From an optimization exercise on the open Yosys and OpenROAD flow, aimed at small area and a short achievable clock period; shortcuts taken in it are not production practice. At most, simulation tests tie the RTL to the original design; equivalence was not proved. Power figures rest on the tool's default switching activity, not on a simulated workload.

==> v22: inputs <==
==> flow/design.v <==
module Register_File(clk, rst, RegWrite, Rs1, Rs2, Rd, Write_data, read_data1, read_data2);
input clk, rst, RegWrite;
input [4:0] Rs1, Rs2, Rd;
input [31:0] Write_data;
output [31:0] read_data1, read_data2;
wire [31:0] wd = Write_data & {32{~rst}};
wire [31:0] q [0:31];
assign q[0] = 32'b0;
genvar k, b;
generate
  for (k = 1; k < 32; k = k + 1) begin : row
    reg [31:0] r;
    wire en = rst | (RegWrite & (Rd == k));
    always @(posedge clk)
      if (en) r <= wd;
    assign q[k] = r;
  end
endgenerate
wire [31:0] oh1, oh2;
generate
  for (k = 0; k < 32; k = k + 1) begin : dec
    assign oh1[k] = (Rs1 == k);
    assign oh2[k] = (Rs2 == k);
  end
  for (b = 0; b < 32; b = b + 1) begin : rb
    wire [10:0] y1, y2;
    for (k = 0; k < 10; k = k + 1) begin : g
      aoi222 u1(.a1(q[3*k+1][b]), .b1(oh1[3*k+1]), .a2(q[3*k+2][b]), .b2(oh1[3*k+2]),
                .a3(q[3*k+3][b]), .b3(oh1[3*k+3]), .y(y1[k]));
      aoi222 u2(.a1(q[3*k+1][b]), .b1(oh2[3*k+1]), .a2(q[3*k+2][b]), .b2(oh2[3*k+2]),
                .a3(q[3*k+3][b]), .b3(oh2[3*k+3]), .y(y2[k]));
    end
    assign y1[10] = ~(q[31][b] & oh1[31]);
    assign y2[10] = ~(q[31][b] & oh2[31]);
    assign read_data1[b] = ~&y1;
    assign read_data2[b] = ~&y2;
  end
endgenerate
endmodule
module aoi222(a1, b1, a2, b2, a3, b3, y);
input a1, b1, a2, b2, a3, b3;
output y;
assign y = ~((a1 & b1) | (a2 & b2) | (a3 & b3));
endmodule
module RISCV_Top(
		  input         clk,
		  input         rst,
		  output [31:0] imem_addr,
		  input  [31:0] imem_rdata,
		  output [31:0] dmem_addr,
		  output [31:0] dmem_wdata,
		  output        dmem_we,
		  output        dmem_re,
		  input  [31:0] dmem_rdata
		);
wire [31:0] ins = imem_rdata;
wire [6:0]  op  = ins[6:0];
wire [2:0]  f3  = ins[14:12];
wire [6:0]  f7  = ins[31:25];
wire is_r  = (op == 7'b0110011);
wire is_i  = (op == 7'b0010011);
wire is_ld = (op == 7'b0000011);
wire is_st = (op == 7'b0100011);
wire is_br = (op == 7'b1100011);
reg  [31:0] pc;
wire [31:0] rs1v, rs2v;
wire [11:0] mimm = ins[5] ? {ins[31:25], ins[11:7]} : ins[31:20];
wire [12:0] alo  = {1'b0, rs1v[11:0]} + {1'b0, mimm};
wire [19:0] ahi  = rs1v[31:12];
wire [19:0] ainc = ahi + 20'd1;
wire [19:0] adec = ahi - 20'd1;
wire        msgn = mimm[11];
wire [19:0] ahi_c1 = msgn ? ahi  : ainc;         
wire [19:0] ahi_c0 = msgn ? adec : ahi;          
wire [31:0] addr = {alo[12] ? ahi_c1 : ahi_c0, alo[11:0]};
wire [31:0] immI = {{20{ins[31]}}, ins[31:20]};
wire [31:0] opb  = ins[5] ? rs2v : immI;         
wire        f7z  = (f7 == 7'b0000000);
wire        lsel = ~ins[5] | f7z;                
wire        do_sub = ins[5] & (f7 == 7'b0100000) & (f3 == 3'b000);
wire        do_and = lsel & (f3 == 3'b111);
wire        do_or  = lsel & (f3 == 3'b110);
wire        do_xor = lsel & (f3 == 3'b100);
wire [31:0] sum  = rs1v + (opb ^ {32{do_sub}}) + {31'b0, do_sub};
wire [31:0] x    = rs1v ^ opb;
wire [31:0] alu  = do_and ? (rs1v & opb) :
                   do_or  ? (rs1v | opb) :
                   do_xor ? x : sum;
wire [31:0] wb   = ins[4] ? alu : dmem_rdata;
wire        we   = is_r | is_i | is_ld;
Register_File Reg_File(.clk(clk), .rst(rst), .RegWrite(we),
                       .Rs1(ins[19:15]), .Rs2(ins[24:20]), .Rd(ins[11:7]),
                       .Write_data(wb), .read_data1(rs1v), .read_data2(rs2v));
wire [31:0] immB   = {{20{ins[31]}}, ins[7], ins[30:25], ins[11:8], 1'b0};
wire        taken  = is_br & ~|x;                
wire [31:0] pc_nx  = pc + (taken ? immB : 32'd4);
always @(posedge clk)
  if (rst) pc <= 32'b0;
  else     pc <= pc_nx;
assign imem_addr  = pc;
assign dmem_addr  = addr;
assign dmem_wdata = rs2v;
assign dmem_we    = is_st;
assign dmem_re    = is_ld;
endmodule
==> flow/run.sh <==
#!/bin/bash
# synth_recipe.tcl (not shown) runs the flow's synth.tcl, then flattens the netlist and writes it again
# the make line also repeats each setting of config.mk as NAME=value (left out here)
make -C /OpenROAD-flow-scripts/flow DESIGN_CONFIG=/design/flow/config.mk WORK_HOME=/design/flow/orfs CLKGATE_MAP_FILE= SYNTH_SCRIPT=/design/flow/synth_recipe.tcl finish
==> flow/config.mk <==
export PLATFORM = sky130hd
export DESIGN_NAME = RISCV_Top
export DESIGN_NICKNAME = RISCV_Top
export VERILOG_FILES = /design/flow/design.v
export SDC_FILE = /design/flow/constraint.sdc
export NUM_CORES = 4
export LEC_CHECK = 0
export CAP_MARGIN = 20
export CORE_MARGIN = 2
export CORE_UTILIZATION = 40
export PLACE_DENSITY = 0.6
export SETUP_SLACK_MARGIN = 2
export SLEW_MARGIN = 20
export SYNTH_HIERARCHICAL = 1
==> flow/constraint.sdc <==
create_clock -name core_clock -period 10.0 [get_ports {clk}]
set_input_delay 2.0000 -clock core_clock [delete_from_list [all_inputs] [get_ports {clk}]]
set_output_delay 2.0000 -clock core_clock [all_outputs]
set_load 0.01 [all_outputs]
==> v33 (differences from v22) <==
--- a/flow/design.v
+++ b/flow/design.v
@@ -64,36 +64,30 @@
 wire is_br = (op == 7'b1100011);
 reg  [31:0] pc;
 wire [31:0] rs1v, rs2v;
-wire [11:0] mimm = ins[5] ? {ins[31:25], ins[11:7]} : ins[31:20];
-wire [12:0] alo  = {1'b0, rs1v[11:0]} + {1'b0, mimm};
-wire [19:0] ahi  = rs1v[31:12];
-wire [19:0] ainc = ahi + 20'd1;
-wire [19:0] adec = ahi - 20'd1;
-wire        msgn = mimm[11];
-wire [19:0] ahi_c1 = msgn ? ahi  : ainc;         
-wire [19:0] ahi_c0 = msgn ? adec : ahi;          
-wire [31:0] addr = {alo[12] ? ahi_c1 : ahi_c0, alo[11:0]};
+wire [11:0] mimm = is_st ? {ins[31:25], ins[11:7]} : ins[31:20];
+wire [31:0] addr = rs1v + {{20{mimm[11]}}, mimm};
 wire [31:0] immI = {{20{ins[31]}}, ins[31:20]};
-wire [31:0] opb  = ins[5] ? rs2v : immI;         
+wire [31:0] opb  = is_r ? rs2v : immI;
 wire        f7z  = (f7 == 7'b0000000);
-wire        lsel = ~ins[5] | f7z;                
-wire        do_sub = ins[5] & (f7 == 7'b0100000) & (f3 == 3'b000);
+wire        lsel = is_i | f7z;                    
+wire        do_sub = is_r & (f7 == 7'b0100000) & (f3 == 3'b000);
 wire        do_and = lsel & (f3 == 3'b111);
 wire        do_or  = lsel & (f3 == 3'b110);
 wire        do_xor = lsel & (f3 == 3'b100);
 wire [31:0] sum  = rs1v + (opb ^ {32{do_sub}}) + {31'b0, do_sub};
-wire [31:0] x    = rs1v ^ opb;
 wire [31:0] alu  = do_and ? (rs1v & opb) :
                    do_or  ? (rs1v | opb) :
-                   do_xor ? x : sum;
-wire [31:0] wb   = ins[4] ? alu : dmem_rdata;
+                   do_xor ? (rs1v ^ opb) : sum;
+wire [31:0] wb   = is_ld ? dmem_rdata : alu;
 wire        we   = is_r | is_i | is_ld;
 Register_File Reg_File(.clk(clk), .rst(rst), .RegWrite(we),
                        .Rs1(ins[19:15]), .Rs2(ins[24:20]), .Rd(ins[11:7]),
                        .Write_data(wb), .read_data1(rs1v), .read_data2(rs2v));
 wire [31:0] immB   = {{20{ins[31]}}, ins[7], ins[30:25], ins[11:8], 1'b0};
-wire        taken  = is_br & ~|x;                
-wire [31:0] pc_nx  = pc + (taken ? immB : 32'd4);
+wire [31:0] pc_br  = pc + immB;
+wire [31:0] pc_4   = {pc[31:2] + 30'd1, pc[1:0]};
+wire        taken  = is_br & (rs1v == rs2v);
+wire [31:0] pc_nx  = taken ? pc_br : pc_4;
 always @(posedge clk)
   if (rst) pc <= 32'b0;
   else     pc <= pc_nx;
Settings changed: SETUP_SLACK_MARGIN 2 to 0.3.
==> notes.md <==
v22 produced a clean layout. v33 finished with timing, DRC and antenna clean. In v33 the sequential share of layout area is higher than in v22, by 0.92 points. Of v33 and v22, v33 has the higher power (gap 10%, measured against v22). In v33 the register-to-register slack is higher than in v22, by 0.19 ns. Between v33 and v22, the lower first-iteration DRC count is in v33 (gap about 10%, measured against v22). Between v22 and v33, the lower clock skew is in v33 (gap 0.017 ns). Of v33 and v22, v22 has the higher count of clock-buffer cells in the layout (gap 5). Clock power is about the same in v33 and v22. Between v33 and v22, the lower utilization is in v33 (gap 2.4 points).
==> figures <==
Portion of the clock cycle consumed by the worst path in the final layout: v33 94.91%; v22 81.86%
Total wire length after detailed routing: v33 182.9 mm; v22 203.8 mm
Run status: v33 complete, no violations; v22 complete, no violations
VDD IR max: v33 0.1545 mV; v22 0.1466 mV
Compound-cell area share of the yosys netlist: v33 20.76%; v22 20.41%
Total number of tap cells: v33 1625; v22 1536
Met2 routed wirelength: v33 82.42 mm; v22 87.29 mm
Global Route met2 Usage: v33 44.12%; v22 47.93%
Filler cell count in the final layout: v33 10630; v22 9884
Worst Tran Pin Value: v33 1.124 ns; v22 1.185 ns
Capturing element of the worst setup path: v33 dmem_addr[31]; v22 dmem_addr[25]
Post-synthesis share of cell area spent on full adders, half adders and majority gates: v33 4.172%; v22 3.834%
Area of the mapped netlist: v33 0.04882 mm²; v22 0.04725 mm²
Chip Height: v33 353.4 µm; v22 347.7 µm
# nets final: v33 4111; v22 4075
Power Combinational: v33 2.82 mW; v22 2.35 mW
Iteration-0 DRC count of the detailed router: v33 8070; v22 8923
No functional check of the RTL was part of v33.

[static timing again, ports no longer ideal]
The results above use ideal ports. As a check the final layouts listed here were re-extracted and re-timed, cells and wires unchanged.
Step 1 (the two cells are an assumption about what drives the block):
set clk [get_ports {clk}]
set_driving_cell -lib_cell sky130_fd_sc_hd__clkbuf_16 $clk
set_driving_cell -lib_cell sky130_fd_sc_hd__buf_2 [delete_from_list [all_inputs] $clk]
Step 2 also shifts input and output timing later by t, the mid clock arrival at the registers, as if the neighbouring blocks saw the same clock.
Three values: ideal, step 1, step 2; two values: the first two.
| run | shift t [ns] | slack for setup (ns) | hold slack, ns | worst register clock-pin slew, ns | worst data-port slew with drivers (ns) |
|---|---|---|---|---|---|
| v22 | 0.776 | 1.814 / 1.666 / 1.272 | 0.608 / 0.608 / 0.608 | 0.07 / 0.07 | 0.15 |
| v33 | 0.777 | 0.509 / 0.363 / 0.363 | 0.535 / 0.535 / 0.535 | 0.07 / 0.07 | 0.16 |
After both steps setup and hold are still met in every run listed. For v22, which loses most, drivers alone change the setup slack by -0.148 ns; drivers and shift together by -0.542 ns.
